This design comes from an exercise in tuning for small area, a short achievable clock period and few clock cycles per item on the open sky130 flow, not from production work. Only simulation tests tie the RTL to the original design; equivalence was not proved.

`flow/config.mk`:
```
export PLATFORM = sky130hd
export DESIGN_NAME = fft1024
export DESIGN_NICKNAME = fft1024
export VERILOG_FILES = /design/flow/design.v
export SDC_FILE = /design/flow/constraint.sdc
export NUM_CORES = 4
export LEC_CHECK = 0
export CAP_MARGIN = 20
export CORE_MARGIN = 2
export CORE_UTILIZATION = 40
export SLEW_MARGIN = 20
```
`flow/constraint.sdc`:
```
create_clock -name core_clock -period 16.0 [get_ports {clk}]
set_input_delay 3.2000 -clock core_clock [delete_from_list [all_inputs] [get_ports {clk}]]
set_output_delay 3.2000 -clock core_clock [all_outputs]
set_load 0.01 [all_outputs]
```
`flow/design.v`:
```
module bfly_mul
(
    input clk,
    input [15:0] x,
    input [14:0] t,
    output reg [18:0] s,
    output reg [18:0] c,
    output reg ci
);
wire pp1;
wire pp2;
wire pp3;
wire pp4;
wire pp5;
wire pp6;
wire pp7;
wire pp8;
wire pp9;
wire pp10;
wire pp11;
wire pp12;
wire pp13;
wire pp14;
wire pp15;
wire pp16;
wire pp17;
wire pp18;
wire pp19;
wire pp20;
wire pp21;
wire pp22;
wire pp23;
wire pp24;
wire pp25;
wire pp26;
wire pp27;
wire pp28;
wire pp29;
wire pp30;
wire pp31;
wire pp32;
wire pp33;
wire pp34;
wire pp35;
wire pp36;
wire pp37;
wire pp38;
wire pp39;
wire pp40;
wire pp41;
wire pp42;
wire pp43;
wire pp44;
wire pp45;
wire pp46;
wire pp47;
wire pp48;
wire pp49;
wire pp50;
wire pp51;
wire pp52;
wire pp53;
wire pp54;
wire pp55;
wire pp56;
wire pp57;
wire pp58;
wire pp59;
wire pp60;
wire pp61;
wire pp62;
wire pp63;
wire pp64;
wire pp65;
wire pp66;
wire pp67;
wire pp68;
wire pp69;
wire pp70;
wire pp71;
wire pp72;
wire pp73;
wire pp74;
wire pp75;
wire pp76;
wire pp77;
wire pp78;
wire pp79;
wire pp80;
wire pp81;
wire pp82;
wire pp83;
wire pp84;
wire pp85;
wire pp86;
wire pp87;
wire pp88;
wire pp89;
wire pp90;
wire pp91;
wire pp92;
wire pp93;
wire pp94;
wire pp95;
wire pp96;
wire pp97;
wire pp98;
wire pp99;
wire pp100;
wire pp101;
wire pp102;
wire pp103;
wire pp104;
wire pp105;
wire pp106;
wire pp107;
wire pp108;
wire pp109;
wire pp110;
wire pp111;
wire pp112;
wire pp113;
wire pp114;
wire pp115;
wire pp116;
wire pp117;
wire pp118;
wire pp119;
wire pp120;
wire pp121;
wire pp122;
wire pp123;
wire pp124;
wire pp125;
wire pp126;
wire pp127;
wire pp128;
wire pp129;
wire pp130;
wire pp131;
wire pp132;
wire pp133;
wire pp134;
wire pp135;
wire pp136;
wire pp137;
wire pp138;
wire pp139;
wire pp140;
wire pp141;
wire pp142;
wire pp143;
wire pp144;
wire pp145;
wire pp146;
wire pp147;
wire pp148;
wire pp149;
wire pp150;
wire pp151;
wire pp152;
wire pp153;
wire pp154;
wire pp155;
wire pp156;
wire pp157;
wire pp158;
wire pp159;
wire pp160;
wire pp161;
wire pp162;
wire pp163;
wire pp164;
wire pp165;
wire pp166;
wire pp167;
wire pp168;
wire pp169;
wire pp170;
wire pp171;
wire pp172;
wire pp173;
wire pp174;
wire pp175;
wire pp176;
wire pp177;
wire pp178;
wire pp179;
wire pp180;
wire pp181;
wire pp182;
wire pp183;
wire pp184;
wire pp185;
wire pp186;
wire pp187;
wire pp188;
wire pp189;
wire pp190;
wire pp191;
wire pp192;
wire pp193;
wire pp194;
wire pp195;
wire pp196;
wire pp197;
wire pp198;
wire pp199;
wire pp200;
wire pp201;
wire pp202;
wire pp203;
wire pp204;
wire pp205;
wire pp206;
wire pp207;
wire pp208;
wire pp209;
wire pp210;
wire pp211;
wire pp212;
wire pp213;
wire pp214;
wire pp215;
wire pp216;
wire pp217;
wire pp218;
wire pp219;
wire pp220;
wire pp221;
wire pp222;
wire pp223;
wire pp224;
wire pp225;
wire pp226;
wire pp227;
wire pp228;
wire pp229;
wire pp230;
wire pp231;
wire pp232;
wire pp233;
wire pp234;
wire pp235;
wire pp236;
wire pp237;
wire pp238;
wire pp239;
wire pp240;
wire pp241;
wire s242;
wire c243;
wire s244;
wire c245;
wire s246;
wire c247;
wire s248;
wire c249;
wire s250;
wire c251;
wire s252;
wire c253;
wire s254;
wire c255;
wire s256;
wire c257;
wire s258;
wire c259;
wire s260;
wire c261;
wire s262;
wire c263;
wire s264;
wire c265;
wire s266;
wire c267;
wire s268;
wire c269;
wire s270;
wire c271;
wire s272;
wire c273;
wire s274;
wire c275;
wire s276;
wire c277;
wire s278;
wire c279;
wire s280;
wire c281;
wire s282;
wire c283;
wire s284;
wire c285;
wire s286;
wire c287;
wire s288;
wire c289;
wire s290;
wire c291;
wire s292;
wire c293;
wire s294;
wire c295;
wire s296;
wire c297;
wire s298;
wire c299;
wire s300;
wire c301;
wire s302;
wire c303;
wire s304;
wire c305;
wire s306;
wire c307;
wire s308;
wire c309;
wire s310;
wire c311;
wire s312;
wire c313;
wire s314;
wire c315;
wire s316;
wire c317;
wire s318;
wire c319;
wire s320;
wire c321;
wire s322;
wire c323;
wire s324;
wire c325;
wire s326;
wire c327;
wire s328;
wire c329;
wire s330;
wire c331;
wire s332;
wire c333;
wire s334;
wire c335;
wire s336;
wire c337;
wire s338;
wire c339;
wire s340;
wire c341;
wire s342;
wire c343;
wire s344;
wire c345;
wire s346;
wire c347;
wire s348;
wire c349;
wire s350;
wire c351;
wire s352;
wire c353;
wire s354;
wire c355;
wire s356;
wire c357;
wire s358;
wire c359;
wire s360;
wire c361;
wire s362;
wire c363;
wire s364;
wire c365;
wire s366;
wire c367;
wire s368;
wire c369;
wire s370;
wire c371;
wire s372;
wire c373;
wire s374;
wire c375;
wire s376;
wire c377;
wire s378;
wire c379;
wire s380;
wire c381;
wire s382;
wire c383;
wire s384;
wire c385;
wire s386;
wire c387;
wire s388;
wire c389;
wire s390;
wire c391;
wire s392;
wire c393;
wire s394;
wire c395;
wire s396;
wire c397;
wire s398;
wire c399;
wire s400;
wire c401;
wire s402;
wire c403;
wire s404;
wire c405;
wire s406;
wire c407;
wire s408;
wire c409;
wire s410;
wire c411;
wire s412;
wire c413;
wire s414;
wire c415;
wire s416;
wire c417;
wire s418;
wire c419;
wire s420;
wire c421;
wire s422;
wire c423;
wire s424;
wire c425;
wire s426;
wire c427;
wire s428;
wire c429;
wire s430;
wire c431;
wire s432;
wire c433;
wire s434;
wire c435;
wire s436;
wire c437;
wire s438;
wire c439;
wire s440;
wire c441;
wire s442;
wire c443;
wire s444;
wire c445;
wire s446;
wire c447;
wire s448;
wire c449;
wire s450;
wire c451;
wire s452;
wire c453;
wire s454;
wire c455;
wire s456;
wire c457;
wire s458;
wire c459;
wire s460;
wire c461;
wire s462;
wire c463;
wire s464;
wire c465;
wire s466;
wire c467;
wire s468;
wire c469;
wire s470;
wire c471;
wire s472;
wire c473;
wire s474;
wire c475;
wire s476;
wire c477;
wire s478;
wire c479;
wire s480;
wire c481;
wire s482;
wire c483;
wire s484;
wire c485;
wire s486;
wire c487;
wire s488;
wire c489;
wire s490;
wire c491;
wire s492;
wire c493;
wire s494;
wire c495;
wire s496;
wire c497;
wire s498;
wire c499;
wire s500;
wire c501;
wire s502;
wire c503;
wire s504;
wire c505;
wire s506;
wire c507;
wire s508;
wire c509;
wire s510;
wire c511;
wire s512;
wire c513;
wire s514;
wire c515;
wire s516;
wire c517;
wire s518;
wire c519;
wire s520;
wire c521;
wire s522;
wire c523;
wire s524;
wire c525;
wire s526;
wire c527;
wire s528;
wire c529;
wire s530;
wire c531;
wire s532;
wire c533;
wire s534;
wire c535;
wire s536;
wire c537;
wire s538;
wire c539;
wire s540;
wire c541;
wire s542;
wire c543;
wire s544;
wire c545;
wire s546;
wire c547;
wire s548;
wire c549;
wire s550;
wire c551;
wire s552;
wire c553;
wire s554;
wire c555;
wire s556;
wire c557;
wire s558;
wire c559;
wire s560;
wire c561;
wire s562;
wire c563;
wire s564;
wire c565;
wire s566;
wire c567;
wire s568;
wire c569;
wire s570;
wire c571;
wire s572;
wire c573;
wire s574;
wire c575;
wire s576;
wire c577;
wire s578;
wire c579;
wire s580;
wire c581;
wire s582;
wire c583;
wire s584;
wire c585;
wire s586;
wire c587;
wire s588;
wire c589;
wire s590;
wire c591;
wire s592;
wire c593;
wire s594;
wire c595;
wire s596;
wire c597;
wire s598;
wire c599;
wire s600;
wire c601;
wire s602;
wire c603;
wire s604;
wire c605;
wire s606;
wire c607;
wire s608;
wire c609;
wire s610;
wire c611;
wire s612;
wire c613;
wire s614;
wire c615;
wire s616;
wire c617;
wire s618;
wire c619;
wire s620;
wire c621;
wire s622;
wire c623;
wire s624;
wire c625;
wire s626;
wire c627;
wire s628;
wire c629;
wire s630;
wire c631;
wire s632;
wire c633;
wire s634;
wire c635;
wire s636;
wire c637;
wire s638;
wire c639;
wire s640;
wire c641;
wire s642;
wire c643;
wire s644;
wire c645;
wire s646;
wire c647;
wire s648;
wire c649;
wire s650;
wire c651;
wire s652;
wire c653;
wire s654;
wire c655;
wire s656;
wire c657;
wire s658;
wire c659;
wire s660;
wire c661;
assign pp1 = x[0] & t[0];
assign pp2 = x[0] & t[1];
assign pp3 = x[0] & t[2];
assign pp4 = x[0] & t[3];
assign pp5 = x[0] & t[4];
assign pp6 = x[0] & t[5];
assign pp7 = x[0] & t[6];
assign pp8 = x[0] & t[7];
assign pp9 = x[0] & t[8];
assign pp10 = x[0] & t[9];
assign pp11 = x[0] & t[10];
assign pp12 = x[0] & t[11];
assign pp13 = x[0] & t[12];
assign pp14 = x[0] & t[13];
assign pp15 = x[0] & t[14];
assign pp16 = x[1] & t[0];
assign pp17 = x[1] & t[1];
assign pp18 = x[1] & t[2];
assign pp19 = x[1] & t[3];
assign pp20 = x[1] & t[4];
assign pp21 = x[1] & t[5];
assign pp22 = x[1] & t[6];
assign pp23 = x[1] & t[7];
assign pp24 = x[1] & t[8];
assign pp25 = x[1] & t[9];
assign pp26 = x[1] & t[10];
assign pp27 = x[1] & t[11];
assign pp28 = x[1] & t[12];
assign pp29 = x[1] & t[13];
assign pp30 = x[1] & t[14];
assign pp31 = x[2] & t[0];
assign pp32 = x[2] & t[1];
assign pp33 = x[2] & t[2];
assign pp34 = x[2] & t[3];
assign pp35 = x[2] & t[4];
assign pp36 = x[2] & t[5];
assign pp37 = x[2] & t[6];
assign pp38 = x[2] & t[7];
assign pp39 = x[2] & t[8];
assign pp40 = x[2] & t[9];
assign pp41 = x[2] & t[10];
assign pp42 = x[2] & t[11];
assign pp43 = x[2] & t[12];
assign pp44 = x[2] & t[13];
assign pp45 = x[2] & t[14];
assign pp46 = x[3] & t[0];
assign pp47 = x[3] & t[1];
assign pp48 = x[3] & t[2];
assign pp49 = x[3] & t[3];
assign pp50 = x[3] & t[4];
assign pp51 = x[3] & t[5];
assign pp52 = x[3] & t[6];
assign pp53 = x[3] & t[7];
assign pp54 = x[3] & t[8];
assign pp55 = x[3] & t[9];
assign pp56 = x[3] & t[10];
assign pp57 = x[3] & t[11];
assign pp58 = x[3] & t[12];
assign pp59 = x[3] & t[13];
assign pp60 = x[3] & t[14];
assign pp61 = x[4] & t[0];
assign pp62 = x[4] & t[1];
assign pp63 = x[4] & t[2];
assign pp64 = x[4] & t[3];
assign pp65 = x[4] & t[4];
assign pp66 = x[4] & t[5];
assign pp67 = x[4] & t[6];
assign pp68 = x[4] & t[7];
assign pp69 = x[4] & t[8];
assign pp70 = x[4] & t[9];
assign pp71 = x[4] & t[10];
assign pp72 = x[4] & t[11];
assign pp73 = x[4] & t[12];
assign pp74 = x[4] & t[13];
assign pp75 = x[4] & t[14];
assign pp76 = x[5] & t[0];
assign pp77 = x[5] & t[1];
assign pp78 = x[5] & t[2];
assign pp79 = x[5] & t[3];
assign pp80 = x[5] & t[4];
assign pp81 = x[5] & t[5];
assign pp82 = x[5] & t[6];
assign pp83 = x[5] & t[7];
assign pp84 = x[5] & t[8];
assign pp85 = x[5] & t[9];
assign pp86 = x[5] & t[10];
assign pp87 = x[5] & t[11];
assign pp88 = x[5] & t[12];
assign pp89 = x[5] & t[13];
assign pp90 = x[5] & t[14];
assign pp91 = x[6] & t[0];
assign pp92 = x[6] & t[1];
assign pp93 = x[6] & t[2];
assign pp94 = x[6] & t[3];
assign pp95 = x[6] & t[4];
assign pp96 = x[6] & t[5];
assign pp97 = x[6] & t[6];
assign pp98 = x[6] & t[7];
assign pp99 = x[6] & t[8];
assign pp100 = x[6] & t[9];
assign pp101 = x[6] & t[10];
assign pp102 = x[6] & t[11];
assign pp103 = x[6] & t[12];
assign pp104 = x[6] & t[13];
assign pp105 = x[6] & t[14];
assign pp106 = x[7] & t[0];
assign pp107 = x[7] & t[1];
assign pp108 = x[7] & t[2];
assign pp109 = x[7] & t[3];
assign pp110 = x[7] & t[4];
assign pp111 = x[7] & t[5];
assign pp112 = x[7] & t[6];
assign pp113 = x[7] & t[7];
assign pp114 = x[7] & t[8];
assign pp115 = x[7] & t[9];
assign pp116 = x[7] & t[10];
assign pp117 = x[7] & t[11];
assign pp118 = x[7] & t[12];
assign pp119 = x[7] & t[13];
assign pp120 = x[7] & t[14];
assign pp121 = x[8] & t[0];
assign pp122 = x[8] & t[1];
assign pp123 = x[8] & t[2];
assign pp124 = x[8] & t[3];
assign pp125 = x[8] & t[4];
assign pp126 = x[8] & t[5];
assign pp127 = x[8] & t[6];
assign pp128 = x[8] & t[7];
assign pp129 = x[8] & t[8];
assign pp130 = x[8] & t[9];
assign pp131 = x[8] & t[10];
assign pp132 = x[8] & t[11];
assign pp133 = x[8] & t[12];
assign pp134 = x[8] & t[13];
assign pp135 = x[8] & t[14];
assign pp136 = x[9] & t[0];
assign pp137 = x[9] & t[1];
assign pp138 = x[9] & t[2];
assign pp139 = x[9] & t[3];
assign pp140 = x[9] & t[4];
assign pp141 = x[9] & t[5];
assign pp142 = x[9] & t[6];
assign pp143 = x[9] & t[7];
assign pp144 = x[9] & t[8];
assign pp145 = x[9] & t[9];
assign pp146 = x[9] & t[10];
assign pp147 = x[9] & t[11];
assign pp148 = x[9] & t[12];
assign pp149 = x[9] & t[13];
assign pp150 = x[9] & t[14];
assign pp151 = x[10] & t[0];
assign pp152 = x[10] & t[1];
assign pp153 = x[10] & t[2];
assign pp154 = x[10] & t[3];
assign pp155 = x[10] & t[4];
assign pp156 = x[10] & t[5];
assign pp157 = x[10] & t[6];
assign pp158 = x[10] & t[7];
assign pp159 = x[10] & t[8];
assign pp160 = x[10] & t[9];
assign pp161 = x[10] & t[10];
assign pp162 = x[10] & t[11];
assign pp163 = x[10] & t[12];
assign pp164 = x[10] & t[13];
assign pp165 = x[10] & t[14];
assign pp166 = x[11] & t[0];
assign pp167 = x[11] & t[1];
assign pp168 = x[11] & t[2];
assign pp169 = x[11] & t[3];
assign pp170 = x[11] & t[4];
assign pp171 = x[11] & t[5];
assign pp172 = x[11] & t[6];
assign pp173 = x[11] & t[7];
assign pp174 = x[11] & t[8];
assign pp175 = x[11] & t[9];
assign pp176 = x[11] & t[10];
assign pp177 = x[11] & t[11];
assign pp178 = x[11] & t[12];
assign pp179 = x[11] & t[13];
assign pp180 = x[11] & t[14];
assign pp181 = x[12] & t[0];
assign pp182 = x[12] & t[1];
assign pp183 = x[12] & t[2];
assign pp184 = x[12] & t[3];
assign pp185 = x[12] & t[4];
assign pp186 = x[12] & t[5];
assign pp187 = x[12] & t[6];
assign pp188 = x[12] & t[7];
assign pp189 = x[12] & t[8];
assign pp190 = x[12] & t[9];
assign pp191 = x[12] & t[10];
assign pp192 = x[12] & t[11];
assign pp193 = x[12] & t[12];
assign pp194 = x[12] & t[13];
assign pp195 = x[12] & t[14];
assign pp196 = x[13] & t[0];
assign pp197 = x[13] & t[1];
assign pp198 = x[13] & t[2];
assign pp199 = x[13] & t[3];
assign pp200 = x[13] & t[4];
assign pp201 = x[13] & t[5];
assign pp202 = x[13] & t[6];
assign pp203 = x[13] & t[7];
assign pp204 = x[13] & t[8];
assign pp205 = x[13] & t[9];
assign pp206 = x[13] & t[10];
assign pp207 = x[13] & t[11];
assign pp208 = x[13] & t[12];
assign pp209 = x[13] & t[13];
assign pp210 = x[13] & t[14];
assign pp211 = x[14] & t[0];
assign pp212 = x[14] & t[1];
assign pp213 = x[14] & t[2];
assign pp214 = x[14] & t[3];
assign pp215 = x[14] & t[4];
assign pp216 = x[14] & t[5];
assign pp217 = x[14] & t[6];
assign pp218 = x[14] & t[7];
assign pp219 = x[14] & t[8];
assign pp220 = x[14] & t[9];
assign pp221 = x[14] & t[10];
assign pp222 = x[14] & t[11];
assign pp223 = x[14] & t[12];
assign pp224 = x[14] & t[13];
assign pp225 = x[14] & t[14];
assign pp226 = ~(x[15] & t[0]);
assign pp227 = ~(x[15] & t[1]);
assign pp228 = ~(x[15] & t[2]);
assign pp229 = ~(x[15] & t[3]);
assign pp230 = ~(x[15] & t[4]);
assign pp231 = ~(x[15] & t[5]);
assign pp232 = ~(x[15] & t[6]);
assign pp233 = ~(x[15] & t[7]);
assign pp234 = ~(x[15] & t[8]);
assign pp235 = ~(x[15] & t[9]);
assign pp236 = ~(x[15] & t[10]);
assign pp237 = ~(x[15] & t[11]);
assign pp238 = ~(x[15] & t[12]);
assign pp239 = ~(x[15] & t[13]);
assign pp240 = ~(x[15] & t[14]);
assign pp241 = ~x[15];
assign s242 = 1'b1 ^ pp13;
assign c243 = 1'b1 & pp13;
assign s244 = 1'b1 ^ pp14 ^ pp28;
assign c245 = (1'b1 & pp14) | (pp28 & (1'b1 ^ pp14));
assign s246 = pp42 ^ pp56;
assign c247 = pp42 & pp56;
assign s248 = pp15 ^ pp29 ^ pp43;
assign c249 = (pp15 & pp29) | (pp43 & (pp15 ^ pp29));
assign s250 = pp57 ^ pp71 ^ pp85;
assign c251 = (pp57 & pp71) | (pp85 & (pp57 ^ pp71));
assign s252 = 1'b1 ^ pp30 ^ pp44;
assign c253 = (1'b1 & pp30) | (pp44 & (1'b1 ^ pp30));
assign s254 = pp58 ^ pp72 ^ pp86;
assign c255 = (pp58 & pp72) | (pp86 & (pp58 ^ pp72));
assign s256 = pp100 ^ pp114;
assign c257 = pp100 & pp114;
assign s258 = pp45 ^ pp59 ^ pp73;
assign c259 = (pp45 & pp59) | (pp73 & (pp45 ^ pp59));
assign s260 = pp87 ^ pp101 ^ pp115;
assign c261 = (pp87 & pp101) | (pp115 & (pp87 ^ pp101));
assign s262 = pp60 ^ pp74 ^ pp88;
assign c263 = (pp60 & pp74) | (pp88 & (pp60 ^ pp74));
assign s264 = 1'b1 ^ pp9;
assign c265 = 1'b1 & pp9;
assign s266 = 1'b1 ^ pp10 ^ pp24;
assign c267 = (1'b1 & pp10) | (pp24 & (1'b1 ^ pp10));
assign s268 = pp38 ^ pp52;
assign c269 = pp38 & pp52;
assign s270 = 1'b1 ^ pp11 ^ pp25;
assign c271 = (1'b1 & pp11) | (pp25 & (1'b1 ^ pp11));
assign s272 = pp39 ^ pp53 ^ pp67;
assign c273 = (pp39 & pp53) | (pp67 & (pp39 ^ pp53));
assign s274 = pp81 ^ pp95;
assign c275 = pp81 & pp95;
assign s276 = 1'b1 ^ pp12 ^ pp26;
assign c277 = (1'b1 & pp12) | (pp26 & (1'b1 ^ pp12));
assign s278 = pp40 ^ pp54 ^ pp68;
assign c279 = (pp40 & pp54) | (pp68 & (pp40 ^ pp54));
assign s280 = pp82 ^ pp96 ^ pp110;
assign c281 = (pp82 & pp96) | (pp110 & (pp82 ^ pp96));
assign s282 = pp124 ^ pp138;
assign c283 = pp124 & pp138;
assign s284 = pp27 ^ pp41 ^ pp55;
assign c285 = (pp27 & pp41) | (pp55 & (pp27 ^ pp41));
assign s286 = pp69 ^ pp83 ^ pp97;
assign c287 = (pp69 & pp83) | (pp97 & (pp69 ^ pp83));
assign s288 = pp111 ^ pp125 ^ pp139;
assign c289 = (pp111 & pp125) | (pp139 & (pp111 ^ pp125));
assign s290 = pp153 ^ pp167 ^ pp181;
assign c291 = (pp153 & pp167) | (pp181 & (pp153 ^ pp167));
assign s292 = pp70 ^ pp84 ^ pp98;
assign c293 = (pp70 & pp84) | (pp98 & (pp70 ^ pp84));
assign s294 = pp112 ^ pp126 ^ pp140;
assign c295 = (pp112 & pp126) | (pp140 & (pp112 ^ pp126));
assign s296 = pp154 ^ pp168 ^ pp182;
assign c297 = (pp154 & pp168) | (pp182 & (pp154 ^ pp168));
assign s298 = pp196 ^ c243 ^ s246;
assign c299 = (pp196 & c243) | (s246 & (pp196 ^ c243));
assign s300 = pp99 ^ pp113 ^ pp127;
assign c301 = (pp99 & pp113) | (pp127 & (pp99 ^ pp113));
assign s302 = pp141 ^ pp155 ^ pp169;
assign c303 = (pp141 & pp155) | (pp169 & (pp141 ^ pp155));
assign s304 = pp183 ^ pp197 ^ pp211;
assign c305 = (pp183 & pp197) | (pp211 & (pp183 ^ pp197));
assign s306 = c247 ^ c245 ^ s248;
assign c307 = (c247 & c245) | (s248 & (c247 ^ c245));
assign s308 = pp128 ^ pp142 ^ pp156;
assign c309 = (pp128 & pp142) | (pp156 & (pp128 ^ pp142));
assign s310 = pp170 ^ pp184 ^ pp198;
assign c311 = (pp170 & pp184) | (pp198 & (pp170 ^ pp184));
assign s312 = pp212 ^ pp226 ^ s256;
assign c313 = (pp212 & pp226) | (s256 & (pp212 ^ pp226));
assign s314 = c249 ^ c251 ^ s252;
assign c315 = (c249 & c251) | (s252 & (c249 ^ c251));
assign s316 = pp129 ^ pp143 ^ pp157;
assign c317 = (pp129 & pp143) | (pp157 & (pp129 ^ pp143));
assign s318 = pp171 ^ pp185 ^ pp199;
assign c319 = (pp171 & pp185) | (pp199 & (pp171 ^ pp185));
assign s320 = pp213 ^ pp227 ^ c257;
assign c321 = (pp213 & pp227) | (c257 & (pp213 ^ pp227));
assign s322 = c253 ^ c255 ^ s258;
assign c323 = (c253 & c255) | (s258 & (c253 ^ c255));
assign s324 = pp102 ^ pp116 ^ pp130;
assign c325 = (pp102 & pp116) | (pp130 & (pp102 ^ pp116));
assign s326 = pp144 ^ pp158 ^ pp172;
assign c327 = (pp144 & pp158) | (pp172 & (pp144 ^ pp158));
assign s328 = pp186 ^ pp200 ^ pp214;
assign c329 = (pp186 & pp200) | (pp214 & (pp186 ^ pp200));
assign s330 = pp228 ^ c259 ^ c261;
assign c331 = (pp228 & c259) | (c261 & (pp228 ^ c259));
assign s332 = pp75 ^ pp89 ^ pp103;
assign c333 = (pp75 & pp89) | (pp103 & (pp75 ^ pp89));
assign s334 = pp117 ^ pp131 ^ pp145;
assign c335 = (pp117 & pp131) | (pp145 & (pp117 ^ pp131));
assign s336 = pp159 ^ pp173 ^ pp187;
assign c337 = (pp159 & pp173) | (pp187 & (pp159 ^ pp173));
assign s338 = pp201 ^ pp215 ^ pp229;
assign c339 = (pp201 & pp215) | (pp229 & (pp201 ^ pp215));
assign s340 = pp90 ^ pp104 ^ pp118;
assign c341 = (pp90 & pp104) | (pp118 & (pp90 ^ pp104));
assign s342 = pp132 ^ pp146 ^ pp160;
assign c343 = (pp132 & pp146) | (pp160 & (pp132 ^ pp146));
assign s344 = pp174 ^ pp188 ^ pp202;
assign c345 = (pp174 & pp188) | (pp202 & (pp174 ^ pp188));
assign s346 = pp105 ^ pp119 ^ pp133;
assign c347 = (pp105 & pp119) | (pp133 & (pp105 ^ pp119));
assign s348 = pp147 ^ pp161 ^ pp175;
assign c349 = (pp147 & pp161) | (pp175 & (pp147 ^ pp161));
assign s350 = pp120 ^ pp134 ^ pp148;
assign c351 = (pp120 & pp134) | (pp148 & (pp120 ^ pp134));
assign s352 = 1'b1 ^ pp6;
assign c353 = 1'b1 & pp6;
assign s354 = 1'b1 ^ pp7 ^ pp21;
assign c355 = (1'b1 & pp7) | (pp21 & (1'b1 ^ pp7));
assign s356 = pp35 ^ pp49;
assign c357 = pp35 & pp49;
assign s358 = 1'b1 ^ pp8 ^ pp22;
assign c359 = (1'b1 & pp8) | (pp22 & (1'b1 ^ pp8));
assign s360 = pp36 ^ pp50 ^ pp64;
assign c361 = (pp36 & pp50) | (pp64 & (pp36 ^ pp50));
assign s362 = pp78 ^ pp92;
assign c363 = pp78 & pp92;
assign s364 = pp23 ^ pp37 ^ pp51;
assign c365 = (pp23 & pp37) | (pp51 & (pp23 ^ pp37));
assign s366 = pp65 ^ pp79 ^ pp93;
assign c367 = (pp65 & pp79) | (pp93 & (pp65 ^ pp79));
assign s368 = pp107 ^ pp121 ^ s264;
assign c369 = (pp107 & pp121) | (s264 & (pp107 ^ pp121));
assign s370 = pp66 ^ pp80 ^ pp94;
assign c371 = (pp66 & pp80) | (pp94 & (pp66 ^ pp80));
assign s372 = pp108 ^ pp122 ^ pp136;
assign c373 = (pp108 & pp122) | (pp136 & (pp108 ^ pp122));
assign s374 = c265 ^ s268 ^ s266;
assign c375 = (c265 & s268) | (s266 & (c265 ^ s268));
assign s376 = pp109 ^ pp123 ^ pp137;
assign c377 = (pp109 & pp123) | (pp137 & (pp109 ^ pp123));
assign s378 = pp151 ^ c269 ^ s274;
assign c379 = (pp151 & c269) | (s274 & (pp151 ^ c269));
assign s380 = c267 ^ s270 ^ s272;
assign c381 = (c267 & s270) | (s272 & (c267 ^ s270));
assign s382 = pp152 ^ pp166 ^ c275;
assign c383 = (pp152 & pp166) | (c275 & (pp152 ^ pp166));
assign s384 = s282 ^ c271 ^ c273;
assign c385 = (s282 & c271) | (c273 & (s282 ^ c271));
assign s386 = s276 ^ s278 ^ s280;
assign c387 = (s276 & s278) | (s280 & (s276 ^ s278));
assign s388 = c283 ^ s242 ^ c277;
assign c389 = (c283 & s242) | (c277 & (c283 ^ s242));
assign s390 = c279 ^ c281 ^ s284;
assign c391 = (c279 & c281) | (s284 & (c279 ^ c281));
assign s392 = s286 ^ s288 ^ s290;
assign c393 = (s286 & s288) | (s290 & (s286 ^ s288));
assign s394 = c285 ^ c287 ^ c289;
assign c395 = (c285 & c287) | (c289 & (c285 ^ c287));
assign s396 = c291 ^ s244 ^ s292;
assign c397 = (c291 & s244) | (s292 & (c291 ^ s244));
assign s398 = s294 ^ s296 ^ s298;
assign c399 = (s294 & s296) | (s298 & (s294 ^ s296));
assign s400 = c293 ^ c295 ^ c297;
assign c401 = (c293 & c295) | (c297 & (c293 ^ c295));
assign s402 = s250 ^ s300 ^ s302;
assign c403 = (s250 & s300) | (s302 & (s250 ^ s300));
assign s404 = s304 ^ c299 ^ s306;
assign c405 = (s304 & c299) | (s306 & (s304 ^ c299));
assign s406 = c301 ^ c303 ^ c305;
assign c407 = (c301 & c303) | (c305 & (c301 ^ c303));
assign s408 = s254 ^ s308 ^ s310;
assign c409 = (s254 & s308) | (s310 & (s254 ^ s308));
assign s410 = s312 ^ c307 ^ s314;
assign c411 = (s312 & c307) | (s314 & (s312 ^ c307));
assign s412 = c309 ^ c311 ^ s260;
assign c413 = (c309 & c311) | (s260 & (c309 ^ c311));
assign s414 = s316 ^ s318 ^ s320;
assign c415 = (s316 & s318) | (s320 & (s316 ^ s318));
assign s416 = c313 ^ c315 ^ s322;
assign c417 = (c313 & c315) | (s322 & (c313 ^ c315));
assign s418 = c317 ^ c319 ^ s262;
assign c419 = (c317 & c319) | (s262 & (c317 ^ c319));
assign s420 = s324 ^ s326 ^ s328;
assign c421 = (s324 & s326) | (s328 & (s324 ^ s326));
assign s422 = c321 ^ s330 ^ c323;
assign c423 = (c321 & s330) | (c323 & (c321 ^ s330));
assign s424 = c263 ^ c325 ^ c327;
assign c425 = (c263 & c325) | (c327 & (c263 ^ c325));
assign s426 = c329 ^ s332 ^ s334;
assign c427 = (c329 & s332) | (s334 & (c329 ^ s332));
assign s428 = s336 ^ s338 ^ c331;
assign c429 = (s336 & s338) | (c331 & (s336 ^ s338));
assign s430 = pp216 ^ pp230 ^ c333;
assign c431 = (pp216 & pp230) | (c333 & (pp216 ^ pp230));
assign s432 = c335 ^ c337 ^ c339;
assign c433 = (c335 & c337) | (c339 & (c335 ^ c337));
assign s434 = s340 ^ s342 ^ s344;
assign c435 = (s340 & s342) | (s344 & (s340 ^ s342));
assign s436 = pp189 ^ pp203 ^ pp217;
assign c437 = (pp189 & pp203) | (pp217 & (pp189 ^ pp203));
assign s438 = pp231 ^ c341 ^ c343;
assign c439 = (pp231 & c341) | (c343 & (pp231 ^ c341));
assign s440 = c345 ^ s346 ^ s348;
assign c441 = (c345 & s346) | (s348 & (c345 ^ s346));
assign s442 = pp162 ^ pp176 ^ pp190;
assign c443 = (pp162 & pp176) | (pp190 & (pp162 ^ pp176));
assign s444 = pp204 ^ pp218 ^ pp232;
assign c445 = (pp204 & pp218) | (pp232 & (pp204 ^ pp218));
assign s446 = c347 ^ c349 ^ s350;
assign c447 = (c347 & c349) | (s350 & (c347 ^ c349));
assign s448 = pp135 ^ pp149 ^ pp163;
assign c449 = (pp135 & pp149) | (pp163 & (pp135 ^ pp149));
assign s450 = pp177 ^ pp191 ^ pp205;
assign c451 = (pp177 & pp191) | (pp205 & (pp177 ^ pp191));
assign s452 = pp219 ^ pp233 ^ c351;
assign c453 = (pp219 & pp233) | (c351 & (pp219 ^ pp233));
assign s454 = pp150 ^ pp164 ^ pp178;
assign c455 = (pp150 & pp164) | (pp178 & (pp150 ^ pp164));
assign s456 = pp192 ^ pp206 ^ pp220;
assign c457 = (pp192 & pp206) | (pp220 & (pp192 ^ pp206));
assign s458 = pp165 ^ pp179 ^ pp193;
assign c459 = (pp165 & pp179) | (pp193 & (pp165 ^ pp179));
assign s460 = 1'b1 ^ pp4;
assign c461 = 1'b1 & pp4;
assign s462 = 1'b1 ^ pp5 ^ pp19;
assign c463 = (1'b1 & pp5) | (pp19 & (1'b1 ^ pp5));
assign s464 = pp33 ^ pp47;
assign c465 = pp33 & pp47;
assign s466 = pp20 ^ pp34 ^ pp48;
assign c467 = (pp20 & pp34) | (pp48 & (pp20 ^ pp34));
assign s468 = pp62 ^ pp76 ^ s352;
assign c469 = (pp62 & pp76) | (s352 & (pp62 ^ pp76));
assign s470 = pp63 ^ pp77 ^ pp91;
assign c471 = (pp63 & pp77) | (pp91 & (pp63 ^ pp77));
assign s472 = c353 ^ s356 ^ s354;
assign c473 = (c353 & s356) | (s354 & (c353 ^ s356));
assign s474 = pp106 ^ c357 ^ s362;
assign c475 = (pp106 & c357) | (s362 & (pp106 ^ c357));
assign s476 = c355 ^ s358 ^ s360;
assign c477 = (c355 & s358) | (s360 & (c355 ^ s358));
assign s478 = c363 ^ c359 ^ c361;
assign c479 = (c363 & c359) | (c361 & (c363 ^ c359));
assign s480 = s364 ^ s366 ^ s368;
assign c481 = (s364 & s366) | (s368 & (s364 ^ s366));
assign s482 = c365 ^ c367 ^ s370;
assign c483 = (c365 & c367) | (s370 & (c365 ^ c367));
assign s484 = s372 ^ c369 ^ s374;
assign c485 = (s372 & c369) | (s374 & (s372 ^ c369));
assign s486 = c371 ^ c373 ^ s376;
assign c487 = (c371 & c373) | (s376 & (c371 ^ c373));
assign s488 = s378 ^ c375 ^ s380;
assign c489 = (s378 & c375) | (s380 & (s378 ^ c375));
assign s490 = c377 ^ s382 ^ c379;
assign c491 = (c377 & s382) | (c379 & (c377 ^ s382));
assign s492 = s384 ^ c381 ^ s386;
assign c493 = (s384 & c381) | (s386 & (s384 ^ c381));
assign s494 = c383 ^ c385 ^ s388;
assign c495 = (c383 & c385) | (s388 & (c383 ^ c385));
assign s496 = c387 ^ s390 ^ s392;
assign c497 = (c387 & s390) | (s392 & (c387 ^ s390));
assign s498 = c389 ^ s394 ^ c391;
assign c499 = (c389 & s394) | (c391 & (c389 ^ s394));
assign s500 = c393 ^ s396 ^ s398;
assign c501 = (c393 & s396) | (s398 & (c393 ^ s396));
assign s502 = c395 ^ s400 ^ c397;
assign c503 = (c395 & s400) | (c397 & (c395 ^ s400));
assign s504 = s402 ^ c399 ^ s404;
assign c505 = (s402 & c399) | (s404 & (s402 ^ c399));
assign s506 = c401 ^ s406 ^ c403;
assign c507 = (c401 & s406) | (c403 & (c401 ^ s406));
assign s508 = s408 ^ c405 ^ s410;
assign c509 = (s408 & c405) | (s410 & (s408 ^ c405));
assign s510 = c407 ^ c409 ^ s412;
assign c511 = (c407 & c409) | (s412 & (c407 ^ c409));
assign s512 = s414 ^ c411 ^ s416;
assign c513 = (s414 & c411) | (s416 & (s414 ^ c411));
assign s514 = c413 ^ s418 ^ s420;
assign c515 = (c413 & s418) | (s420 & (c413 ^ s418));
assign s516 = c415 ^ s422 ^ c417;
assign c517 = (c415 & s422) | (c417 & (c415 ^ s422));
assign s518 = s424 ^ c419 ^ c421;
assign c519 = (s424 & c419) | (c421 & (s424 ^ c419));
assign s520 = s426 ^ c423 ^ s428;
assign c521 = (s426 & c423) | (s428 & (s426 ^ c423));
assign s522 = c425 ^ s430 ^ s432;
assign c523 = (c425 & s430) | (s432 & (c425 ^ s430));
assign s524 = c427 ^ s434 ^ c429;
assign c525 = (c427 & s434) | (c429 & (c427 ^ s434));
assign s526 = s436 ^ c431 ^ c433;
assign c527 = (s436 & c431) | (c433 & (s436 ^ c431));
assign s528 = s438 ^ c435 ^ s440;
assign c529 = (s438 & c435) | (s440 & (s438 ^ c435));
assign s530 = c437 ^ s442 ^ s444;
assign c531 = (c437 & s442) | (s444 & (c437 ^ s442));
assign s532 = c439 ^ c441 ^ s446;
assign c533 = (c439 & c441) | (s446 & (c439 ^ c441));
assign s534 = c443 ^ c445 ^ s448;
assign c535 = (c443 & c445) | (s448 & (c443 ^ c445));
assign s536 = s450 ^ s452 ^ c447;
assign c537 = (s450 & s452) | (c447 & (s450 ^ s452));
assign s538 = pp234 ^ c449 ^ c451;
assign c539 = (pp234 & c449) | (c451 & (pp234 ^ c449));
assign s540 = s454 ^ s456 ^ c453;
assign c541 = (s454 & s456) | (c453 & (s454 ^ s456));
assign s542 = pp207 ^ pp221 ^ pp235;
assign c543 = (pp207 & pp221) | (pp235 & (pp207 ^ pp221));
assign s544 = c455 ^ c457 ^ s458;
assign c545 = (c455 & c457) | (s458 & (c455 ^ c457));
assign s546 = pp180 ^ pp194 ^ pp208;
assign c547 = (pp180 & pp194) | (pp208 & (pp180 ^ pp194));
assign s548 = pp222 ^ pp236 ^ c459;
assign c549 = (pp222 & pp236) | (c459 & (pp222 ^ pp236));
assign s550 = pp195 ^ pp209 ^ pp223;
assign c551 = (pp195 & pp209) | (pp223 & (pp195 ^ pp209));
assign s552 = 1'b1 ^ pp3;
assign c553 = 1'b1 & pp3;
assign s554 = pp18 ^ pp32 ^ pp46;
assign c555 = (pp18 & pp32) | (pp46 & (pp18 ^ pp32));
assign s556 = pp61 ^ c461 ^ s464;
assign c557 = (pp61 & c461) | (s464 & (pp61 ^ c461));
assign s558 = c465 ^ c463 ^ s466;
assign c559 = (c465 & c463) | (s466 & (c465 ^ c463));
assign s560 = c467 ^ s470 ^ c469;
assign c561 = (c467 & s470) | (c469 & (c467 ^ s470));
assign s562 = c471 ^ s474 ^ c473;
assign c563 = (c471 & s474) | (c473 & (c471 ^ s474));
assign s564 = c475 ^ s478 ^ c477;
assign c565 = (c475 & s478) | (c477 & (c475 ^ s478));
assign s566 = c479 ^ s482 ^ c481;
assign c567 = (c479 & s482) | (c481 & (c479 ^ s482));
assign s568 = c483 ^ s486 ^ c485;
assign c569 = (c483 & s486) | (c485 & (c483 ^ s486));
assign s570 = c487 ^ s490 ^ c489;
assign c571 = (c487 & s490) | (c489 & (c487 ^ s490));
assign s572 = c491 ^ s494 ^ c493;
assign c573 = (c491 & s494) | (c493 & (c491 ^ s494));
assign s574 = c495 ^ s498 ^ c497;
assign c575 = (c495 & s498) | (c497 & (c495 ^ s498));
assign s576 = c499 ^ s502 ^ c501;
assign c577 = (c499 & s502) | (c501 & (c499 ^ s502));
assign s578 = c503 ^ s506 ^ c505;
assign c579 = (c503 & s506) | (c505 & (c503 ^ s506));
assign s580 = c507 ^ s510 ^ c509;
assign c581 = (c507 & s510) | (c509 & (c507 ^ s510));
assign s582 = c511 ^ s514 ^ s516;
assign c583 = (c511 & s514) | (s516 & (c511 ^ s514));
assign s584 = s518 ^ c515 ^ s520;
assign c585 = (s518 & c515) | (s520 & (s518 ^ c515));
assign s586 = c519 ^ s522 ^ s524;
assign c587 = (c519 & s522) | (s524 & (c519 ^ s522));
assign s588 = c523 ^ s526 ^ s528;
assign c589 = (c523 & s526) | (s528 & (c523 ^ s526));
assign s590 = s530 ^ c527 ^ c529;
assign c591 = (s530 & c527) | (c529 & (s530 ^ c527));
assign s592 = c531 ^ s534 ^ s536;
assign c593 = (c531 & s534) | (s536 & (c531 ^ s534));
assign s594 = s538 ^ c535 ^ c537;
assign c595 = (s538 & c535) | (c537 & (s538 ^ c535));
assign s596 = s542 ^ c539 ^ s544;
assign c597 = (s542 & c539) | (s544 & (s542 ^ c539));
assign s598 = c543 ^ s546 ^ s548;
assign c599 = (c543 & s546) | (s548 & (c543 ^ s546));
assign s600 = pp237 ^ c547 ^ s550;
assign c601 = (pp237 & c547) | (s550 & (pp237 ^ c547));
assign s602 = pp210 ^ pp224 ^ pp238;
assign c603 = (pp210 & pp224) | (pp238 & (pp210 ^ pp224));
assign s604 = 1'b1 ^ pp241;
assign c605 = 1'b1 & pp241;
assign s606 = 1'b1 ^ pp2 ^ pp16;
assign c607 = (1'b1 & pp2) | (pp16 & (1'b1 ^ pp2));
assign s608 = pp17 ^ pp31 ^ s552;
assign c609 = (pp17 & pp31) | (s552 & (pp17 ^ pp31));
assign s610 = c553 ^ s460 ^ s554;
assign c611 = (c553 & s460) | (s554 & (c553 ^ s460));
assign s612 = c555 ^ s462 ^ s556;
assign c613 = (c555 & s462) | (s556 & (c555 ^ s462));
assign s614 = c557 ^ s468 ^ s558;
assign c615 = (c557 & s468) | (s558 & (c557 ^ s468));
assign s616 = c559 ^ s472 ^ s560;
assign c617 = (c559 & s472) | (s560 & (c559 ^ s472));
assign s618 = s476 ^ c561 ^ s562;
assign c619 = (s476 & c561) | (s562 & (s476 ^ c561));
assign s620 = c563 ^ s480 ^ s564;
assign c621 = (c563 & s480) | (s564 & (c563 ^ s480));
assign s622 = c565 ^ s484 ^ s566;
assign c623 = (c565 & s484) | (s566 & (c565 ^ s484));
assign s624 = s488 ^ c567 ^ s568;
assign c625 = (s488 & c567) | (s568 & (s488 ^ c567));
assign s626 = s492 ^ c569 ^ s570;
assign c627 = (s492 & c569) | (s570 & (s492 ^ c569));
assign s628 = s496 ^ c571 ^ s572;
assign c629 = (s496 & c571) | (s572 & (s496 ^ c571));
assign s630 = s500 ^ c573 ^ s574;
assign c631 = (s500 & c573) | (s574 & (s500 ^ c573));
assign s632 = c575 ^ s504 ^ s576;
assign c633 = (c575 & s504) | (s576 & (c575 ^ s504));
assign s634 = s508 ^ c577 ^ s578;
assign c635 = (s508 & c577) | (s578 & (s508 ^ c577));
assign s636 = s512 ^ c579 ^ s580;
assign c637 = (s512 & c579) | (s580 & (s512 ^ c579));
assign s638 = c513 ^ c581 ^ s582;
assign c639 = (c513 & c581) | (s582 & (c513 ^ c581));
assign s640 = c517 ^ s584 ^ c583;
assign c641 = (c517 & s584) | (c583 & (c517 ^ s584));
assign s642 = c521 ^ c585 ^ s586;
assign c643 = (c521 & c585) | (s586 & (c521 ^ c585));
assign s644 = c525 ^ s588 ^ c587;
assign c645 = (c525 & s588) | (c587 & (c525 ^ s588));
assign s646 = s532 ^ s590 ^ c589;
assign c647 = (s532 & s590) | (c589 & (s532 ^ s590));
assign s648 = c533 ^ c591 ^ s592;
assign c649 = (c533 & c591) | (s592 & (c533 ^ c591));
assign s650 = s540 ^ s594 ^ c593;
assign c651 = (s540 & s594) | (c593 & (s540 ^ s594));
assign s652 = c541 ^ s596 ^ c595;
assign c653 = (c541 & s596) | (c595 & (c541 ^ s596));
assign s654 = c545 ^ s598 ^ c597;
assign c655 = (c545 & s598) | (c597 & (c545 ^ s598));
assign s656 = c549 ^ s600 ^ c599;
assign c657 = (c549 & s600) | (c599 & (c549 ^ s600));
assign s658 = c551 ^ s602 ^ c601;
assign c659 = (c551 & s602) | (c601 & (c551 ^ s602));
assign s660 = pp225 ^ pp239 ^ c603;
assign c661 = (pp225 & pp239) | (c603 & (pp225 ^ pp239));
wire [12:0] lo = {1'b0, {s626, s624, s622, s620, s618, s616, s614, s612, s610, s608, s606, pp1}} + {1'b0, {c625, c623, c621, c619, c617, c615, c613, c611, c609, c607, c605, s604}};
always @(posedge clk) begin
    s <= {1'b1, pp240, s660, s658, s656, s654, s652, s650, s648, s646, s644, s642, s640, s638, s636, s634, s632, s630, s628};
    c <= {1'b0, c661, c659, c657, c655, c653, c651, c649, c647, c645, c643, c641, c639, c637, c635, c633, c631, c629, c627};
    ci <= lo[12];
end
endmodule
module fft1024
(
    input clk,
    input rst_n,
    input start,
    output reg finish,
    input clear,
    input [31:0] dout0,
    output reg oce0,
    output reg ce0,
    output reg wre0,
    output reg [10:0] ad0,
    output reg [31:0] din0,
    input [31:0] dout1,
    output reg oce1,
    output reg ce1,
    output reg wre1,
    output reg [10:0] ad1,
    output reg [31:0] din1,
    input [15:0] dout_w,
    output reg oce_w,
    output reg ce_w,
    output reg [10:0] ad_w
);
reg run;             
reg ph;              
reg [3:0] s;         
reg [8:0] u;         
reg gap;             
wire        e0_v = run && (s <= 4'd9) && !gap;
wire        e0_x = (s == 4'd9) && !gap;
wire        e0_b = u[0];
wire [7:0]  e0_bi = u[8:1];
reg  [8:0]  e0_mask;    
always @(*) begin
    case (s)
        4'd0: e0_mask = 9'h000;
        4'd1: e0_mask = 9'h001;
        4'd2: e0_mask = 9'h003;
        4'd3: e0_mask = 9'h007;
        4'd4: e0_mask = 9'h00f;
        4'd5: e0_mask = 9'h01f;
        4'd6: e0_mask = 9'h03f;
        4'd7: e0_mask = 9'h07f;
        default: e0_mask = 9'h0ff;
    endcase
end
wire [8:0] e0_bw  = {1'b0, e0_bi};
wire [8:0] e0_ins = ((e0_bw << 1) & ~{e0_mask[7:0], 1'b1}) | (e0_bw & e0_mask);
wire [8:0] e0_a0  = e0_x ? u : e0_ins;
wire [8:0] e0_a1  = e0_x ? u : (e0_ins | (e0_mask + 9'd1));
reg  [8:0] e0_i;
always @(*) begin
    case (s)
        4'd0: e0_i = 9'd0;
        4'd1: e0_i = {e0_bi[0], 8'd0};
        4'd2: e0_i = {e0_bi[1:0], 7'd0};
        4'd3: e0_i = {e0_bi[2:0], 6'd0};
        4'd4: e0_i = {e0_bi[3:0], 5'd0};
        4'd5: e0_i = {e0_bi[4:0], 4'd0};
        4'd6: e0_i = {e0_bi[5:0], 3'd0};
        4'd7: e0_i = {e0_bi[6:0], 2'd0};
        4'd8: e0_i = {e0_bi[7:0], 1'd0};
        default: e0_i = u;
    endcase
end
wire e0_sr = e0_i > 9'd256;
wire [10:0] e0_adre = e0_sr ? {e0_i - 9'd256, 2'b00} : {9'd256 - e0_i, 2'b00};
wire [10:0] e0_adim = e0_sr ? {9'd0 - e0_i, 2'b00} : {e0_i, 2'b00};
reg       e1_v, e2_v, e3_v;
reg       e1_x, e2_x, e3_x;      
reg       e1_b, e2_b, e3_b;      
reg [8:0] e1_a0, e2_a0;
reg [8:0] e1_a1, e2_a1, e3_a1;
reg       e1_sr, e2_sr;
wire done = run && !ph && (s == 4'd10) && !e1_v && !e2_v && !(e3_v && !e3_x);
always @(posedge clk or negedge rst_n) begin
    if (!rst_n) begin
        run <= 1'b0;
        ph <= 1'b0;
        s <= 4'd0;
        u <= 9'd0;
        gap <= 1'b0;
        e1_v <= 1'b0;
        e2_v <= 1'b0;
        e3_v <= 1'b0;
        finish <= 1'b0;
    end
    else begin
        if (clear)
            finish <= 1'b0;
        if (!run) begin
            ph <= 1'b0;
            e1_v <= 1'b0;
            e2_v <= 1'b0;
            e3_v <= 1'b0;
            if (start)
                run <= 1'b1;
        end
        else begin
            ph <= ~ph;
            if (done) begin
                run <= 1'b0;
                finish <= 1'b1;
                s <= 4'd0;
                u <= 9'd0;
            end
            else if (ph) begin
                e1_v <= e0_v;
                e2_v <= e1_v;
                e3_v <= e2_v;
                if (gap) begin
                    gap <= 1'b0;
                end
                else if (s <= 4'd9) begin
                    u <= u + 9'd1;
                    if (u == 9'd511) begin
                        s <= s + 4'd1;
                        if (s == 4'd8)
                            gap <= 1'b1;
                    end
                end
            end
        end
    end
end
always @(posedge clk) begin
    if (ph) begin
        e1_x <= e0_x;   e2_x <= e1_x;   e3_x <= e2_x;
        e1_b <= e0_b;   e2_b <= e1_b;   e3_b <= e2_b;
        e1_a0 <= e0_a0; e2_a0 <= e1_a0;
        e1_a1 <= e0_a1; e2_a1 <= e1_a1; e3_a1 <= e2_a1;
        e1_sr <= e0_sr; e2_sr <= e1_sr;
    end
end
wire r1_0 = e0_v && !e0_x && !e0_b;             
wire r1_1 = e0_v && (e0_x || e0_b);             
wire r0_0 = e1_v && (e1_x || !e1_b);            
wire r0_1 = e1_v && !e1_x && e1_b;              
wire w0_0 = e2_v && (e2_x || !e2_b);            
wire w0_1 = e2_v && !e2_x && e2_b;              
wire w1_0 = e3_v && !e3_x && !e3_b;             
wire w1_1 = (e3_v && !e3_x && e3_b) || (e2_v && e2_x);   
always @(posedge clk or negedge rst_n) begin
    if (!rst_n) begin
        ce0 <= 1'b0; oce0 <= 1'b0; wre0 <= 1'b0;
        ce1 <= 1'b0; oce1 <= 1'b0; wre1 <= 1'b0;
        ce_w <= 1'b0; oce_w <= 1'b0;
    end
    else if (run && !done) begin
        if (!ph) begin
            ce0 <= r1_0 || r0_0;  oce0 <= r1_0 || r0_0;  wre0 <= 1'b0;
            ce1 <= r1_1 || r0_1;  oce1 <= r1_1 || r0_1;  wre1 <= 1'b0;
        end
        else begin
            ce0 <= w0_0 || w1_0;  oce0 <= w0_0 || w1_0;  wre0 <= 1'b1;
            ce1 <= w0_1 || w1_1;  oce1 <= w0_1 || w1_1;  wre1 <= 1'b1;
        end
        ce_w <= 1'b1; oce_w <= 1'b1;
    end
    else begin
        ce0 <= 1'b0; oce0 <= 1'b0; wre0 <= 1'b0;
        ce1 <= 1'b0; oce1 <= 1'b0; wre1 <= 1'b0;
        ce_w <= 1'b0; oce_w <= 1'b0;
    end
end
always @(posedge clk) begin
    if (!ph) begin
        ad0 <= {2'b00, r1_0 ? e0_a1 : e1_a0};
        ad1 <= {2'b00, r1_1 ? e0_a1 : e1_a0};
        ad_w <= e0_adre;
    end
    else begin
        ad0 <= {2'b00, w0_0 ? e2_a0 : e3_a1};
        ad1 <= {2'b00, w0_1 ? e2_a0 : (e2_x ? e2_a1 : e3_a1)};
        ad_w <= e0_adim;
    end
end
reg [14:0] tw;                  
reg [31:0] x1;                  
reg [31:0] x0;                  
reg [15:0] rrr, rir;            
reg [31:0] hold;                
localparam MK = 12;                  
wire [30-MK:0] ma_s, ma_c, mb_s, mb_c;
wire ma_ci, mb_ci;
bfly_mul mul_a (.clk(clk), .x(x1[31:16]), .t(tw), .s(ma_s), .c(ma_c), .ci(ma_ci));
bfly_mul mul_b (.clk(clk), .x(x1[15:0]),  .t(tw), .s(mb_s), .c(mb_c), .ci(mb_ci));
localparam SH = 15 - MK;
localparam WW = 31 - MK;
wire [WW-1:0] ci_a = {{(WW-1){1'b0}}, ma_ci};
wire [WW-1:0] ci_b = {{(WW-1){1'b0}}, mb_ci};
wire [WW-1:0] e2_m = {WW{e2_sr}};
wire [WW-1:0] e2_ka = {{(WW-SH-1){1'b0}}, e2_sr, {(SH-1){1'b0}}, e2_sr ^ ma_ci};
wire [WW-1:0] e2_kb = {{(WW-SH-1){1'b0}}, e2_sr, {(SH-1){1'b0}}, e2_sr ^ mb_ci};
wire [WW-1:0] rrr_w = (ma_s ^ e2_m) + (ma_c ^ e2_m) + e2_ka;
wire [WW-1:0] rir_w = (mb_s ^ e2_m) + (mb_c ^ e2_m) + e2_kb;
wire [15:0] rrr_n = rrr_w[WW-1:SH];
wire [15:0] rir_n = rir_w[WW-1:SH];
wire [WW-1:0] rnd = {{(WW-SH){1'b0}}, {SH{1'b1}}};
wire [WW-1:0] t0re = {x0[31:16], {SH{1'b0}}} + {rrr, {SH{1'b0}}} + mb_s + mb_c + ci_b;
wire [WW-1:0] t1re = {x0[31:16], {SH{1'b0}}} - {rrr, {SH{1'b0}}} - mb_s - mb_c - ci_b + rnd;
wire [WW-1:0] t0im = {x0[15:0], {SH{1'b0}}} + {rir, {SH{1'b0}}} - ma_s - ma_c - ci_a + rnd;
wire [WW-1:0] t1im = {x0[15:0], {SH{1'b0}}} - {rir, {SH{1'b0}}} + ma_s + ma_c + ci_a;
wire [31:0] y0 = {t0re[WW-1:SH], t0im[WW-1:SH]};
wire [31:0] y1 = {t1re[WW-1:SH], t1im[WW-1:SH]};
always @(posedge clk) begin
    tw <= dout_w[14:0];
    x0 <= (e2_x || !e2_b) ? dout0 : dout1;           
    rrr <= rrr_n;                                     
    rir <= rir_n;                                     
    din0 <= (e2_x || !e2_b) ? y0 : hold;              
    din1 <= e2_x ? y1 : (e2_b ? y0 : hold);           
    if (!ph)
        x1 <= (e1_x || e1_b) ? dout1 : dout0;
    else
        hold <= y1;
end
endmodule
```
`flow/flow/run.sh`:
```
#!/bin/bash
set -o pipefail
export BUFFER_PORTS_ARGS="-buffer_cell sky130_fd_sc_hd__buf_2"
cp standard.sh standard_copy.txt 2>/dev/null
bash standard.sh > standard.log 2>&1
```
`flow/standard.sh`:
```
#!/bin/bash
# synth_recipe.tcl (not shown) runs the flow's synth.tcl, then flattens the netlist and writes it again
# the make line also repeats each setting of config.mk as NAME=value (left out here)
make -C /OpenROAD-flow-scripts/flow DESIGN_CONFIG=/design/flow/config.mk WORK_HOME=/design/flow/orfs CLKGATE_MAP_FILE= SYNTH_SCRIPT=/design/flow/synth_recipe.tcl "${@:-finish}"
```
==> results of run 1 <==
-- through the flow --
stage | instances | setup WS (ps) | hold WS [ps] | utilization (%)
final | 4975 | 11300 | 414 | 44.6
after global routing | 4974 | 11030 | 418 | 44.6
after CTS | 4974 | 11260 | 413 | 44.6
after detailed placement | 4886 | 11290 | 405 | 42.6
after global placement | 4886 | 11270 | 401 | 42.6
after floorplan | 3677 | 11970 | 400 | -
-- sequential cells by signal (all words and copies together) (netlist names), 18 cells and up --
| name | cells |
|---|---|
| x0 | 32 |
| din1 | 32 |
| din0 | 32 |
| mul_a.c | 18 |
| mul_b.c | 18 |
| x1 | 32 |
| hold | 32 |
| mul_b.s | 18 |
| mul_a.s | 18 |
-- cells in the final DEF (no fill, tap or decap), drive strengths merged, types with 7 or more instances in the layout --
master	n
xor2	61
ha	235
edfxtp	117
nand2	512
clkinv	19
or3	9
buf	201
o21a	17
o21ai	119
fa	510
mux2	40
inv	781
a21o	29
o211ai	14
dfxtp	244
a2bb2oi	7
a221oi	8
nor2	100
a211oi	11
nor2b	18
clkbuf	55
nor3	25
nand4	7
a21oi	84
xnor2	80
o21bai	10
nand3	24
nand2b	9
dfrtp	24
mux2i	48
and2	304
and3	9
-- final timing paths --
kind                                 start       end  slack [ps]  depth (start not counted)
min in group asynchronous            rst_n      ce_w        2580                          1
worst min-delay path              e1_a1[0]  e2_a1[0]         410                          0
max in group asynchronous            rst_n        ph       12960                          1
worst max-delay path            mul_b.s[4]  din1[31]       11300                         15
worst max register to register  mul_b.s[4]  din1[31]       11300                         15
worst min register to register    e1_a1[0]  e2_a1[0]         410                          0
-- cells by family (layout without fill, tap and decap cells) --
logic type / Yosys count / count (layout) / synth area share (%)
simple gates: 1032 / 1032 / 14.0
mux: 88 / 88 / 2.66
compound gates: 357 / 357 / 6.58
flops: 385 / 385 / 25.7
xor+xnor: 141 / 141 / 3.53
fa+ha+maj: 745 / 745 / 37.6
other cells: 1 / 7 / 0.0107
buf+inv: 923 / 1065 / 10.0
-- final cells by class --
type                            count  area (um2)
Timing Repair Buffer              201        1050
Fill cell                        8451       48100
Antenna cell                        1        2.50
Sequential cell                   385        9010
Multi-Input combinational cell   2369       22600
Clock inverter                     33         419
Tap cell                         1155        1450
Inverter                          776        2910
Clock buffer                       55        1270
-- worst max-delay path: stages (launching register included) --
cell,delay [ps]
dfxtp_1,420
inv_1,130
fa_1,510
inv_1,50
fa_1,440
fa_1,490
inv_1,50
ha_1,320
a21o_1,230
a31oi_1,240
a21oi_1,180
a221oi_1,500
a21oi_1,130
o21ai_0,340
a31oi_1,190
a221o_1,380
-- routing by layer --
metal | part of all wire (%) | global-route usage (%) | up-vias
li1 | - | - | 11400
met1 | 47 | 29.4 | 12000
met2 | 44 | 32.4 | 644
met3 | 7.2 | 4.08 | 108
met4 | 1.9 | 4.38 | 6
met5 | 0.028 | 0 | -
==> metrics.yaml, run 1 <==
die:
  die_h_um: 300
  rows: 108
  ios: 190
  die_w_um: 300
  core_area_um2: 86800
  dieArea_um2: 89900
  start_util_pct: 40.4
synthesis:
  synth_warnings: 2
  synth.ff_latch_count: 385
  synth_top_area_share_pct: 29.2
  synthTopCellsByCount: "inv_1 (775), nand2_1 (512), fa_1 (510), and2_1 (304), dfxtp_1 (244)"
  async_flop_share_pct: 6.23
  syn_inst: 3672
  synth.distinct_cells: 68
  yosys.area.top_type: "fa_1"
  syn-cell-area_um2: 35000
  synth.most_common_cell: "inv_1"
  synth_edf_count: 117
  seq_area_frac_synth_pct: 25.7
  synth_top_flop_cell: "dfxtp_1"
  synth_area_leaders: "fa_1 (29%), dfxtp_1 (14%), edfxtp_1 (10%)"
  synth.avg_cell_area_um2: 9.54
placement:
  routabilityCongestion: 0.857
  portBuffers: 182
  dp_hpwl_mm: 68.4
  dpl_cell_area_um2: 37000
clocking:
  clkSlewWorstSetupHoldPaths_ps: 60
  cts_setup_buffers: 0
  htree_levels: 2
  hold_buffers: 0
  tritoncts: "yes"
  cts_buffers: 47
  clkSinkCount: 385
  cts_root_buf: "clkbuf_16"
  cts-resized-gates: 0
  clk_latency_ps: 630
  cts.path.max_buffers: 3
layout:
  drive_gt1_share_pct: 9.11
  final_nets: 4609
  area_delta_synth_final_pct: 10.4
  fin_area_um2: 38700
outcome:
  status: "finished clean"
worst_setup_path:
  endpoint_kind: "flip-flop"
  cp.required_ps: 16500
  crit_arrival_ps: 5190
  path_class: "reg2reg"
  timing.critical_path.fanout_max: 4
  crit_path_start_kind: "flip-flop"
timing:
  rsz0062_at_grt: "false"
  fin_crit_sh_pct: 29.3
  min_period_ps: 4700
  setup_viol: 0
  tightest_slew_ps: 1030
  maxSlewViolCount: 0
  fmax_mhz: 213
  slew_headroom_pct: 31.4
  hold_viol_final: 0
  finalSetupTns_ps: 0
  fin_worst_skew_ps: 45.8
detailed_routing:
  wirelength_mm: 90.2
  routedWlPerCell_um: 18.1
  drc: 0
  firstDrtPassIters: 5
  vias_per_cell: 4.84
  vias: 24100
  ant_nets: 0
  drt_iter0_markers: 1294
global_route:
  grt_max_degree: 74
  grt_pass1_wl_mm: 143
  grt_pass1_vias: 25000
  gr-total-overflow: 0
  grt_use_total_pct: 20.6
  antenna_found_initial: 9
flow_run:
  cap_viol_max_count: 0
min_path:
  hold_path_class: "reg2reg"
Testbench counts, summed over its fixed seeds: cycles 122,976, ffts 12.
==> run 2: changes to the inputs <==
==> flow/run.sh (new file) <==
#!/bin/bash
# synth_recipe.tcl (not shown) runs the flow's synth.tcl, then flattens the netlist and writes it again
# the make line also repeats each setting of config.mk as NAME=value (left out here)
make -C /OpenROAD-flow-scripts/flow DESIGN_CONFIG=/design/flow/config.mk WORK_HOME=/design/flow/orfs CLKGATE_MAP_FILE= SYNTH_SCRIPT=/design/flow/synth_recipe.tcl finish
removed: flow/flow/run.sh
removed: flow/standard.sh
==> run 2 against run 1 <==
Register-to-register slack worse by 50 ps. Synthesized cell count did not move. Design area increased by 2.5%. Critical path type is now reg2out.
==> metrics.yaml, run 2 <==
outcome:
  status: "finished clean"
global_route:
  grt_max_degree: 77
  grt_pass1_vias: 25300
  grt_use_total_pct: 20.8
  antenna_found_initial: 4
  grt_pass1_wl_mm: 145
  gr-total-overflow: 0
synthesis:
  synth.most_common_cell: "inv_1"
  synth_top_area_share_pct: 29.2
  synth_edf_count: 117
  synth_warnings: 2
  syn_inst: 3672
  yosys.area.top_type: "fa_1"
  syn-cell-area_um2: 35000
  synth.avg_cell_area_um2: 9.54
  synth.ff_latch_count: 385
  synth.distinct_cells: 68
  synth_area_leaders: "fa_1 (29%), dfxtp_1 (14%), edfxtp_1 (10%)"
  async_flop_share_pct: 6.23
  seq_area_frac_synth_pct: 25.7
  synthTopCellsByCount: "inv_1 (775), nand2_1 (512), fa_1 (510), and2_1 (304), dfxtp_1 (244)"
  synth_top_flop_cell: "dfxtp_1"
layout:
  antenna_cells: 0
  nFillCells: 8407
  final_common_cell: "inv_1"
  drive_gt1_share_pct: 4.29
  finish.utilization_pct: 45.7
  fin_area_um2: 39600
  final_cell_mix: "inv_1 (774), nand2_1 (511), fa_1 (510)"
  area_delta_synth_final_pct: 13.2
  final_nets: 4611
detailed_routing:
  vias: 24100
  vias_per_cell: 4.85
  drc: 0
  ant_nets: 0
  wirelength_mm: 91.1
  routedWlPerCell_um: 18.3
  firstDrtPassIters: 6
  drt_iter0_markers: 1328
worst_setup_path:
  path_buf_inv: 1
  worst_path_max_delay_cell: "clkdlybuf4s50_1"
  crit_start: "ce_w"
  crit_path_max_incr_delay_ps: 550
  timing.critical_path.fanout_max: 2
  crit_arrival_ps: 1560
  cp.required_ps: 12800
  endpoint_kind: "output pin"
  path_class: "reg2out"
  cp_top_family: "buffers and inverters"
  crit_path_start_kind: "flip-flop"
  reg2reg_from: "mul_b.s[4]"
  crit_chain: "clkdlybuf4s50_1"
clocking:
  cts-resized-gates: 0
  cts_root_buf: "clkbuf_16"
  clk_latency_ps: 620
  cts.path.max_buffers: 3
  cts_buffers: 46
  clkSlewWorstSetupHoldPaths_ps: 60
  hold_buffers: 0
  htree_levels: 2
  tritoncts: "yes"
  cts_setup_buffers: 0
  clkSinkCount: 385
timing:
  hold_viol_final: 0
  fmax_mhz: 210
  setup_viol: 0
  tightest_slew_ps: 1000
  fin_worst_skew_ps: 30.4
  maxSlewViolCount: 0
  slew_headroom_pct: 33.0
  whs_ps: 420
  rsz0062_at_grt: "false"
  min_period_ps: 4760
  fin_crit_sh_pct: 29.7
  finalSetupTns_ps: 0
placement:
  dpl_cell_area_um2: 37900
  portBuffers: 182
  dp_hpwl_mm: 69.1
  routabilityCongestion: 0.859
die:
  die_w_um: 300
  ios: 190
  start_util_pct: 40.4
  dieArea_um2: 89900
  rows: 108
  die_h_um: 300
  core_area_um2: 86800
flow_run:
  cap_viol_max_count: 0
min_path:
  hold_start: "e1_a1[3]"
  hold_path_class: "reg2reg"
==> run 2: cell count changes in the layout (fill, tap and decap cells not counted), sizes merged, moves of 4 or more <==
cell and change:
bufinv +4, buf -179, inv -4, clkinv -4, clkdlybuf4s50 +182
==> run 2: kinds of logic (layout without fill, tap and decap cells) <==
| group | Yosys count | in the layout | synth area share [%] |
|---|---|---|---|
| AND/OR/NAND/NOR | 1032 | 1032 | 14.0 |
| flip-flops | 385 | 385 | 25.7 |
| AO/OA/AOI/OAI | 357 | 357 | 6.58 |
| other | 1 | 6 | 0.0107 |
| multiplexers | 88 | 88 | 2.66 |
| adder cells (fa/ha/maj) | 745 | 745 | 37.6 |
| XOR/XNOR | 141 | 141 | 3.53 |
| buffers and inverters | 923 | 1065 | 10.0 |
==> run 2: through the flow <==
step	setup WS, ps	instances
floorplan	11970	3677
global placement	11290	4889
detailed placement	11300	4889
CTS	11190	4974
global route	10980	4974
finish	11240	4974
==> run 2: path summary, 6_finish.rpt <==
kind,end,depth (start not counted),slack [ps]
max,ce_w,1,11240
min,e2_a1[3],0,420
max reg2reg,din1[30],16,11250
min reg2reg,e2_a1[3],0,420
max in group asynchronous,ph,2,12760
min in group asynchronous,ce0,2,2950
==> run 2: per-layer routing <==
metal  vias up  GRT usage (%)  share of wire [%]
li1      11400              -                  -
met1     12000           29.5                 47
met2       581           32.8                 44
met3        88           4.54                6.7
met4         2           4.02                1.7
met5         -              0              0.013
==> run 2: cell type report <==
cell class / count / area, um2 / share of cell area, %
clock inverters: 29 / 439 / 1.11
clock buffers: 56 / 1270 / 3.21
well taps: 1155 / 1450 / 3.65
multi-input cells: 2369 / 22600 / 56.9
flip-flops and latches: 385 / 9010 / 22.7
repair buffers: 204 / 1990 / 5.01
inverters: 776 / 2910 / 7.35

[re-timing with driven ports]
The flow's constraints put no driver on any port. The routed layouts listed below were extracted and timed again, unchanged, in two steps.
Step 1 assumes that a clkbuf_16 drives the clock port and a buf_2 every other input.
Step 2 also shifts input and output timing later by t, the mid clock arrival at the registers, as if the neighbouring blocks saw the same clock.
Three values: ideal, step 1, step 2; two values: the first two.
run | shift t [ns] | setup WS [ns] | slew at the worst register clock pin (ns) | cell pins on the clock port's net
run 1 | 0.670 | 11.304 / 11.304 / 11.304 | 0.07 / 0.07 | 1
run 2 | 0.674 | 11.242 / 11.172 / 11.245 | 0.07 / 0.07 | 1
After both steps every run listed still meets setup and hold.
